Source: an optimization exercise on an open RTL-to-GDS flow (aim: small area and a short achievable clock period). Production flows keep margins and buffers that such runs may drop.
The RTL was checked by simulation tests, not by an equivalence proof against the original design.
No driver is modelled on the clock port, so clock power and skew are understated where the tree is cut down; a real chip needs a root buffer or a tree.

==> raven <==
## rgb2hue
module rgb2hue(
        input clock,
        input reset_n,
        input in_valid,
        input [7:0] in_red,
        input [7:0] in_green,
        input [7:0] in_blue,
        input in_visual,
        input in_done,
        output out_valid,
        output [7:0] out_red,
        output [7:0] out_green,
        output [7:0] out_blue,
        output [7:0] out_hue,
        output out_visual,
        output out_done
    );
    function [8:0] add8;
        input [7:0] a;
        input [7:0] b;
        input ci;
        integer i;
        reg c;
        begin
            c = ci;
            for (i = 0; i < 8; i = i + 1) begin
                add8[i] = a[i] ^ b[i] ^ c;
                c = (a[i] & b[i]) | (a[i] & c) | (b[i] & c);
            end
            add8[8] = c;
        end
    endfunction
    function ge8;
        input [7:0] a;
        input [7:0] b;
        integer i;
        reg c;
        begin
            c = 1'b1;
            for (i = 0; i < 8; i = i + 1)
                c = (a[i] & ~b[i]) | (a[i] & c) | (~b[i] & c);
            ge8 = c;
        end
    endfunction
    function [8:0] dstep;
        input [7:0] rem;
        input [7:0] div;
        reg [8:0] t;
        reg qb;
        begin
            t = add8({rem[6:0], 1'b0}, ~div, 1'b1);
            qb = rem[7] | t[8];
            dstep = qb ? {1'b1, t[7:0]} : {1'b0, rem[6:0], 1'b0};
        end
    endfunction
    function dlast;
        input [7:0] rem;
        input [7:0] div;
        reg [8:0] t;
        begin
  ...
clock: 20.0 ns
lec_check: 0
cap_margin: 20
core_margin: 2
core_utilization: 40
slew_margin: 20
standard.sh (not shown) runs the stock make flow with config.mk's settings and CLKGATE_MAP_FILE= SYNTH_SCRIPT=/design/flow/synth_recipe.tcl, a recipe that flattens the netlist after the stock synthesis.
==> flow/flow/run.sh <==
#!/bin/bash
# Layout flow: the standard flow with these changes.
# 1. Synthesis is the standard flow's synthesis script with a delay-targeted ABC mapping
#    (flow/abc_map.script) in place of ORFS's ABC script, and without the
#    full-adder extraction (whose fa/ha cells make slow ripple chains).
#    Registers and their names are the same as in the standard synthesis.
# 2. The ports get small buffers, and placement and routing repair aim at
#    setup slack beyond the 20 ns constraint (SETUP_SLACK_MARGIN).
# 3. CTS is replaced by flow/clock_tree.tcl: four clock buffers, one level.
# Each step's output goes to a log file of its own in the work folder.
set -euo pipefail
W=$(pwd)
M=${MARGIN:-14.5}
{
  head -n 1 synth_recipe.tcl
  echo "proc abc {args} { set i [lsearch \$args -script]; if {\$i >= 0} { lset args [expr {\$i + 1}] $W/flow/abc_map.script }; yosys abc {*}\$args }"
  tail -n +2 synth_recipe.tcl
} > flow_synth.tcl
bash standard.sh SYNTH_SCRIPT=$W/flow_synth.tcl ADDER_MAP_FILE= synth > synth.log 2>&1
bash standard.sh SETUP_SLACK_MARGIN=$M "BUFFER_PORTS_ARGS=-buffer_cell sky130_fd_sc_hd__buf_2" place > place.log 2>&1
bash standard.sh SETUP_SLACK_MARGIN=$M RUN_SCRIPT=$W/flow/clock_tree.tcl RUN_LOG_NAME_STEM=4_1_cts run > cts.log 2>&1
bash standard.sh SETUP_SLACK_MARGIN=$M finish > finish.log 2>&1
Other scripts of this flow, unchanged in this note and not shown: flow/flow/abc_map.script, flow/flow/clock_tree.tcl
==> willow: changes against raven <==
--- a/flow/design.v
+++ b/flow/design.v
@@ -93,21 +93,21 @@
                       ({8{~blue_max3 & ~blue_min3}} & b3);
     wire [8:0] dif3x = add8(max3, ~min3, 1'b1);
     wire [8:0] d3x = add8(mid3, ~min3, 1'b1);
     wire [7:0] dif3 = dif3x[7:0];
     wire [7:0] d3 = d3x[7:0];
-    wire q4_3 = (d3 == dif3);
     wire [8:0] s3 = dstep(d3, dif3);
     reg [7:0] rem4, dif4;
-    reg q4_4, q3_4;
+    reg q3_4;
     reg ge_rg4, ge_gb4, ge_br4;
     wire [8:0] s2 = dstep(rem4, dif4);
     wire [8:0] s1 = dstep(s2[7:0], dif4);
     reg [7:0] rem5, dif5;
-    reg q4_5, q3_5, q2_5, q1_5;
+    reg q3_5, q2_5, q1_5;
     reg ge_rg5, ge_gb5, ge_br5;
     wire q0_5 = dlast(rem5, dif5);
+    wire q4_5 = (rem5 == dif5);
     wire red_max5   = ge_rg5 & ~ge_br5;
     wire green_max5 = ge_gb5 & ~ge_rg5;
     wire blue_max5  = ge_br5 & ~ge_gb5;
     wire gray5 = ge_rg5 & ge_gb5 & ge_br5;
     wire minus5 = red_max5 & ~ge_gb5 | green_max5 & ~ge_br5 | blue_max5 & ~ge_rg5;
@@ -141,18 +141,16 @@
         ge_rg3 <= ge8(r2, g2);
         ge_gb3 <= ge8(g2, b2);
         ge_br3 <= ge8(b2, r2);
         rem4 <= s3[7:0];
         dif4 <= dif3;
-        q4_4 <= q4_3;
         q3_4 <= s3[8];
         ge_rg4 <= ge_rg3;
         ge_gb4 <= ge_gb3;
         ge_br4 <= ge_br3;
         rem5 <= s1[7:0];
         dif5 <= dif4;
-        q4_5 <= q4_4;
         q3_5 <= q3_4;
         q2_5 <= s2[8];
         q1_5 <= s1[8];
         ge_rg5 <= ge_rg4;
         ge_gb5 <= ge_gb4;
--- a/flow/flow/run.sh
+++ b/flow/flow/run.sh
@@ -8,11 +8,11 @@
 #    setup slack beyond the 20 ns constraint (SETUP_SLACK_MARGIN).
 # 3. CTS is replaced by flow/clock_tree.tcl: four clock buffers, one level.
 # Each step's output goes to a log file of its own in the work folder.
 set -euo pipefail
 W=$(pwd)
-M=${MARGIN:-14.5}
+M=${MARGIN:-15.2}
 {
   head -n 1 synth_recipe.tcl
   echo "proc abc {args} { set i [lsearch \$args -script]; if {\$i >= 0} { lset args [expr {\$i + 1}] $W/flow/abc_map.script }; yosys abc {*}\$args }"
   tail -n +2 synth_recipe.tcl
 } > flow_synth.tcl
==> comparison <==
- willow finished with timing, DRC and antenna clean. raven completed with no timing, DRC or antenna violations.
- In global-route usage, raven and willow hardly differ.
No run of this note takes its clock network from TritonCTS; it comes from the design's own scripts or RTL.

========
==> inputs of job 5391 <==
rgb2hue, a different RTL version from the one above (not shown whole).
==> module rgb2hue, before the edit <==
module rgb2hue(
        input clock,
        input reset_n,
        input in_valid,
        input [7:0] in_red,
        input [7:0] in_green,
        input [7:0] in_blue,
        input in_visual,
        input in_done,
        output out_valid,
        output [7:0] out_red,
        output [7:0] out_green,
        output [7:0] out_blue,
        output [7:0] out_hue,
        output out_visual,
        output out_done
    );
    reg [26:0] p1, p2, p3, p4, p5, p6;
    reg [7:0] hue6;
    reg [2:0] cnt;
    always @(posedge clock)
    begin
        if (!reset_n)
            cnt <= 3'd0;
        else if (cnt != 3'd5)
            cnt <= cnt + 3'd1;
    end
    wire en = reset_n & (cnt == 3'd5);
    wire [7:0] r3 = p3[23:16];
    wire [7:0] g3 = p3[15:8];
    wire [7:0] b3 = p3[7:0];
    reg ge_rg4, ge_gb4, ge_br4;
    wire [7:0] r4 = p4[23:16];
    wire [7:0] g4 = p4[15:8];
    wire [7:0] b4 = p4[7:0];
    wire red_max4   = ge_rg4 & ~ge_br4;
    wire green_max4 = ge_gb4 & ~ge_rg4;
    wire blue_max4  = ge_br4 & ~ge_gb4;
    wire [7:0] max4 = red_max4 ? r4 : green_max4 ? g4 : blue_max4 ? b4 : r4;
    wire [7:0] mid4 = red_max4 ? (ge_gb4 ? g4 : b4) :
                      green_max4 ? (ge_br4 ? b4 : r4) :
                      blue_max4 ? (ge_rg4 ? r4 : g4) : r4;
    wire [7:0] min4 = red_max4 ? (ge_gb4 ? b4 : g4) :
                      green_max4 ? (ge_br4 ? r4 : b4) :
                      blue_max4 ? (ge_rg4 ? g4 : r4) : r4;
    wire [7:0] dif4 = max4 - min4;
    wire [7:0] d4 = mid4 - min4;
    wire [7:0] difp4 = {dif4[7:1], dif4[0] | ~(|dif4[7:1])};
    wire q4_4 = (d4 == difp4);
    wire [9:0] t3 = {1'b0, d4, 1'b0} - {2'b0, difp4};
    wire q3_4 = ~t3[9];
    wire [7:0] rm3 = q3_4 ? t3[7:0] : {d4[6:0], 1'b0};
    wire [9:0] t2 = {1'b0, rm3, 1'b0} - {2'b0, difp4};
    wire q2_4 = ~t2[9];
    wire [7:0] rm2 = q2_4 ? t2[7:0] : {rm3[6:0], 1'b0};
    reg [7:0] rem5, dif5;
    reg q4_5, q3_5, q2_5;
    reg ge_rg5, ge_gb5, ge_br5;
    wire [9:0] t1 = {1'b0, rem5, 1'b0} - {2'b0, dif5};
    wire q1_5 = ~t1[9];
    wire [7:0] rm1 = q1_5 ? t1[7:0] : {rem5[6:0], 1'b0};
    wire [9:0] t0 = {1'b0, rm1, 1'b0} - {2'b0, dif5};
    wire q0_5 = ~t0[9];
    wire [4:0] q5 = q4_5 ? 5'd16 : {1'b0, q3_5, q2_5, q1_5, q0_5};
    wire red_max5   = ge_rg5 & ~ge_br5;
    wire green_max5 = ge_gb5 & ~ge_rg5;
    wire blue_max5  = ge_br5 & ~ge_gb5;
    reg [6:0] h5;
    always @(*)
    begin
        if (red_max5)
            h5 = ge_gb5 ? {2'b0, q5} : 7'd96 - {2'b0, q5};
        else if (green_max5)
            h5 = ge_br5 ? 7'd32 + {2'b0, q5} : 7'd32 - {2'b0, q5};
        else if (blue_max5)
            h5 = ge_rg5 ? 7'd64 + {2'b0, q5} : 7'd64 - {2'b0, q5};
        else
            h5 = 7'd0;
    end
    wire [13:0] h85 = {7'b0, h5} * 14'd85;
    always @(posedge clock)
    begin
        p1 <= {in_valid, in_visual, in_done, in_red, in_green, in_blue};
        p2 <= p1;
        p3 <= p2;
        p4 <= p3;
        p5 <= p4;
        p6 <= en ? p5 : 27'd0;
        ge_rg4 <= r3 >= g3;
        ge_gb4 <= g3 >= b3;
        ge_br4 <= b3 >= r3;
        rem5 <= rm2;
        dif5 <= difp4;
        q4_5 <= q4_4;
        q3_5 <= q3_4;
        q2_5 <= q2_4;
        ge_rg5 <= ge_rg4;
        ge_gb5 <= ge_gb4;
        ge_br5 <= ge_br4;
        hue6 <= en ? h85[12:5] : 8'd0;
    end
    assign out_valid = p6[26];
    assign out_visual = p6[25];
    assign out_done = p6[24];
    assign out_red = p6[23:16];
    assign out_green = p6[15:8];
    assign out_blue = p6[7:0];
    assign out_hue = hue6;
endmodule
clock: 20.0 ns
lec_check: 0
cap_margin: 20
core_margin: 2
core_utilization: 40
slew_margin: 20
run.sh (not shown) runs the stock make flow with config.mk's settings and CLKGATE_MAP_FILE= SYNTH_SCRIPT=/design/flow/synth_recipe.tcl, a recipe that flattens the netlist after the stock synthesis.
Stock flow here: none of the scripts above is used.
==> job 9956 (differences from job 5391) <==
==> flow/design.v (replaced) <==
module rgb2hue(
        input clock,
        input reset_n,
        input in_valid,
        input [7:0] in_red,
        input [7:0] in_green,
        input [7:0] in_blue,
        input in_visual,
        input in_done,
        output out_valid,
        output [7:0] out_red,
        output [7:0] out_green,
        output [7:0] out_blue,
        output [7:0] out_hue,
        output out_visual,
        output out_done
    );
    function [8:0] add8;
        input [7:0] a;
        input [7:0] b;
        input ci;
        integer i;
        reg c;
        begin
            c = ci;
            for (i = 0; i < 8; i = i + 1) begin
                add8[i] = a[i] ^ b[i] ^ c;
                c = (a[i] & b[i]) | (a[i] & c) | (b[i] & c);
            end
            add8[8] = c;
        end
    endfunction
    function ge8;
        input [7:0] a;
        input [7:0] b;
        integer i;
        reg c;
        begin
            c = 1'b1;
            for (i = 0; i < 8; i = i + 1)
                c = (a[i] & ~b[i]) | (a[i] & c) | (~b[i] & c);
            ge8 = c;
        end
    endfunction
    function [8:0] dstep;
        input [7:0] rem;
        input [7:0] div;
        reg [8:0] t;
        reg qb;
        begin
            t = add8({rem[6:0], 1'b0}, ~div, 1'b1);
            qb = rem[7] | t[8];
            dstep = qb ? {1'b1, t[7:0]} : {1'b0, rem[6:0], 1'b0};
        end
    endfunction
    function dlast;
        input [7:0] rem;
        input [7:0] div;
        reg [8:0] t;
        begin
            t = add8({rem[6:0], 1'b0}, ~div, 1'b1);
            dlast = rem[7] | t[8];
        end
    endfunction
    reg [26:0] p1, p2, p3, p4, p5, p6;
    reg [7:0] hue6;
    reg [2:0] cnt;
    always @(posedge clock)
    begin
        if (!reset_n)
            cnt <= 3'd0;
        else if (cnt != 3'd5)
            cnt <= {cnt[1] & cnt[0] | cnt[2], cnt[1] ^ cnt[0], ~cnt[0]};
    end
    wire en = reset_n & (cnt == 3'd5);
    wire [7:0] r3 = p3[23:16];
    wire [7:0] g3 = p3[15:8];
    wire [7:0] b3 = p3[7:0];
    reg ge_rg4, ge_gb4, ge_br4;
    wire [7:0] r4 = p4[23:16];
    wire [7:0] g4 = p4[15:8];
    wire [7:0] b4 = p4[7:0];
    wire green_max4 = ge_gb4 & ~ge_rg4;
    wire blue_max4  = ge_br4 & ~ge_gb4;
    wire red_max4   = ~green_max4 & ~blue_max4;
    wire red_min4   = ~ge_rg4 & ge_br4;
    wire green_min4 = ~ge_gb4 & ge_rg4;
    wire blue_min4  = ~red_min4 & ~green_min4;
    wire [7:0] max4 = ({8{red_max4}} & r4) | ({8{green_max4}} & g4) | ({8{blue_max4}} & b4);
    wire [7:0] min4 = ({8{red_min4}} & r4) | ({8{green_min4}} & g4) | ({8{blue_min4}} & b4);
    wire [7:0] mid4 = ({8{~red_max4 & ~red_min4}} & r4) |
                      ({8{~green_max4 & ~green_min4}} & g4) |
                      ({8{~blue_max4 & ~blue_min4}} & b4);
    wire [8:0] dif4x = add8(max4, ~min4, 1'b1);
    wire [8:0] d4x = add8(mid4, ~min4, 1'b1);
    wire [7:0] dif4 = dif4x[7:0];
    wire [7:0] d4 = d4x[7:0];
    wire q4_4 = (d4 == dif4);
    wire [8:0] s3 = dstep(d4, dif4);
    wire [8:0] s2 = dstep(s3[7:0], dif4);
    reg [7:0] rem5, dif5;
    reg q4_5, q3_5, q2_5;
    reg ge_rg5, ge_gb5, ge_br5;
    wire [8:0] s1 = dstep(rem5, dif5);
    wire q0_5 = dlast(s1[7:0], dif5);
    wire red_max5   = ge_rg5 & ~ge_br5;
    wire green_max5 = ge_gb5 & ~ge_rg5;
    wire blue_max5  = ge_br5 & ~ge_gb5;
    wire gray5 = ge_rg5 & ge_gb5 & ge_br5;
    wire minus5 = red_max5 & ~ge_gb5 | green_max5 & ~ge_br5 | blue_max5 & ~ge_rg5;
    wire [1:0] k5 = {blue_max5 | red_max5 & minus5, green_max5 | red_max5 & minus5};
    reg [5:0] f5;
    always @(*)
    begin
        if (gray5)
            f5 = 6'd0;
        else if (q4_5)
            f5 = 6'd42;
        else
            case ({q3_5, q2_5, s1[8], q0_5})
                4'd0: f5 = 6'd0;   4'd1: f5 = 6'd2;   4'd2: f5 = 6'd5;   4'd3: f5 = 6'd7;
                4'd4: f5 = 6'd10;  4'd5: f5 = 6'd13;  4'd6: f5 = 6'd15;  4'd7: f5 = 6'd18;
                4'd8: f5 = 6'd21;  4'd9: f5 = 6'd23;  4'd10: f5 = 6'd26; 4'd11: f5 = 6'd29;
                4'd12: f5 = 6'd31; 4'd13: f5 = 6'd34; 4'd14: f5 = 6'd37; default: f5 = 6'd39;
            endcase
    end
    wire qz5 = ~q4_5 & ~q3_5 & ~q2_5 & ~s1[8] & ~q0_5;
    wire [8:0] hue5 = add8({k5[1], k5[0], k5[1], k5[0], k5[1], k5[0], k5[1], k5[0]},
                           {minus5, minus5, f5 ^ {6{minus5}}}, minus5 & qz5);
    always @(posedge clock)
    begin
        p1 <= {in_valid, in_visual, in_done, in_red, in_green, in_blue};
        p2 <= p1;
        p3 <= p2;
        p4 <= p3;
        p5 <= p4;
        p6 <= en ? p5 : 27'd0;
        ge_rg4 <= ge8(r3, g3);
        ge_gb4 <= ge8(g3, b3);
        ge_br4 <= ge8(b3, r3);
        rem5 <= s2[7:0];
        dif5 <= dif4;
        q4_5 <= q4_4;
        q3_5 <= s3[8];
        q2_5 <= s2[8];
        ge_rg5 <= ge_rg4;
        ge_gb5 <= ge_gb4;
        ge_br5 <= ge_br4;
        hue6 <= en ? hue5[7:0] : 8'd0;
    end
    assign out_valid = p6[26];
    assign out_visual = p6[25];
    assign out_done = p6[24];
    assign out_red = p6[23:16];
    assign out_green = p6[15:8];
    assign out_blue = p6[7:0];
    assign out_hue = hue6;
endmodule
==> flow/flow/run.sh (new file) <==
#!/bin/bash
# Layout flow: the standard flow with two changes.
# 1. Synthesis is the standard flow's synthesis script with a delay-targeted ABC mapping
#    (flow/abc_map.script) in place of ORFS's ABC script, and without the
#    full-adder extraction (whose fa/ha cells make slow ripple chains).
#    Registers and their names are the same as in the standard synthesis.
# 2. Placement, CTS and routing repair aim at setup slack beyond the 20 ns
#    constraint (SETUP_SLACK_MARGIN), and the ports get small buffers.
set -euo pipefail
W=$(pwd)
{
  head -n 1 synth_recipe.tcl
  echo "proc abc {args} { set i [lsearch \$args -script]; if {\$i >= 0} { lset args [expr {\$i + 1}] $W/flow/abc_map.script }; yosys abc {*}\$args }"
  tail -n +2 synth_recipe.tcl
} > flow_synth.tcl
bash standard.sh SYNTH_SCRIPT=$W/flow_synth.tcl ADDER_MAP_FILE= synth > synth.log 2>&1
bash standard.sh SETUP_SLACK_MARGIN=${MARGIN:-14.5} "BUFFER_PORTS_ARGS=-buffer_cell sky130_fd_sc_hd__buf_2" finish > layout.log 2>&1
==> flow/flow/abc_map.script (new file) <==
strash
dch
map -D 2500
topo
stime -c
buffer -c
upsize -c -D 2500
dnsize -c -D 2500
==> flow/standard.sh (new file) <==
#!/bin/bash
# synth_recipe.tcl (not shown) runs the flow's synth.tcl, then flattens the netlist and writes it again
# the make line also repeats each setting of config.mk as NAME=value (left out here)
make -C /OpenROAD-flow-scripts/flow DESIGN_CONFIG=/design/flow/config.mk WORK_HOME=/design/flow/orfs CLKGATE_MAP_FILE= SYNTH_SCRIPT=/design/flow/synth_recipe.tcl "${@:-finish}"
removed: flow/run.sh
==> qor summary <==
                                                                         job 9956        job 5391
Filler Cell Count                                                            1778            2018
Count of buffers not belonging to the clock network in the layout              64              66
Result of the run                                                  finished clean  finished clean
Met3 demand-to-capacity share in global routing                             3.06%           2.74%
Number of standard cells after synthesis                                      888             868
Dpl cell area                                                           8100 um^2       9680 um^2
Total die area                                                         19900 um^2      23100 um^2
Min cycle time layout                                                     4930 ps         8180 ps
TAP cells                                                                     234             280
GRT Util Overall                                                            15.2%           14.5%
Hold Startpoint                                                            p4[26]          p1[13]
Wire length on met2                                                       6980 um         7210 um
Reg2Reg Capture Point                                                     rem5[4]         hue6[7]
Synthesized-area fraction occupied by ao, oa, aoi and oai cells             14.2%           13.7%
Cell count of the worst reg-to-reg path                                        25              37
Seq area share                                                              45.5%           38.5%
Mean area per synthesized cell                                          8.48 um^2       10.1 um^2
Buffering overhead                                                          3.71%           6.35%
Count of clock buffers in the final design                                     19              17
Timing-limited maximum frequency                                        0.203 GHz       0.122 GHz
Total area of multi-input combinational cells                           3050 um^2       4420 um^2
Data required time at the worst endpoint                                 16000 ps        20310 ps

==> afterwards: timing with drivers on the ports <==
No port has a modelled driver above. Below, the same layouts with a new extraction and two added sets of constraints. Step 1 (the two cells are an assumption about what drives the block):
set clk [get_ports {clock}]
set_driving_cell -lib_cell sky130_fd_sc_hd__clkbuf_16 $clk
set_driving_cell -lib_cell sky130_fd_sc_hd__buf_2 [delete_from_list [all_inputs] $clk]
Step 2 also shifts input and output timing later by t, the mid clock arrival at the registers, as if the neighbouring blocks saw the same clock. a / b / c = no drivers / after step 1 / after step 2; a / b = the first two.
run | shift t [ns] | slack for setup (ns) | hold slack, ns | pins driven straight from the clock port
raven | 0.371 | 15.181 / 15.090 / 15.030 | 0.326 / 0.326 / 0.326 | 4
willow | 0.372 | 15.231 / 15.142 / 15.036 | 0.322 / 0.322 / 0.322 | 4
job 5391 | 0.468 | 11.820 / 11.820 / 11.820 | 0.323 / 0.323 / 0.323 | 1
job 9956 | 0.470 | 15.074 / 15.030 / 15.063 | 0.325 / 0.325 / 0.325 | 1
After both steps setup and hold are still met in every run listed. The setup slack of willow, which loses most, moves by -0.089 ns with the drivers and by -0.195 ns with both steps.
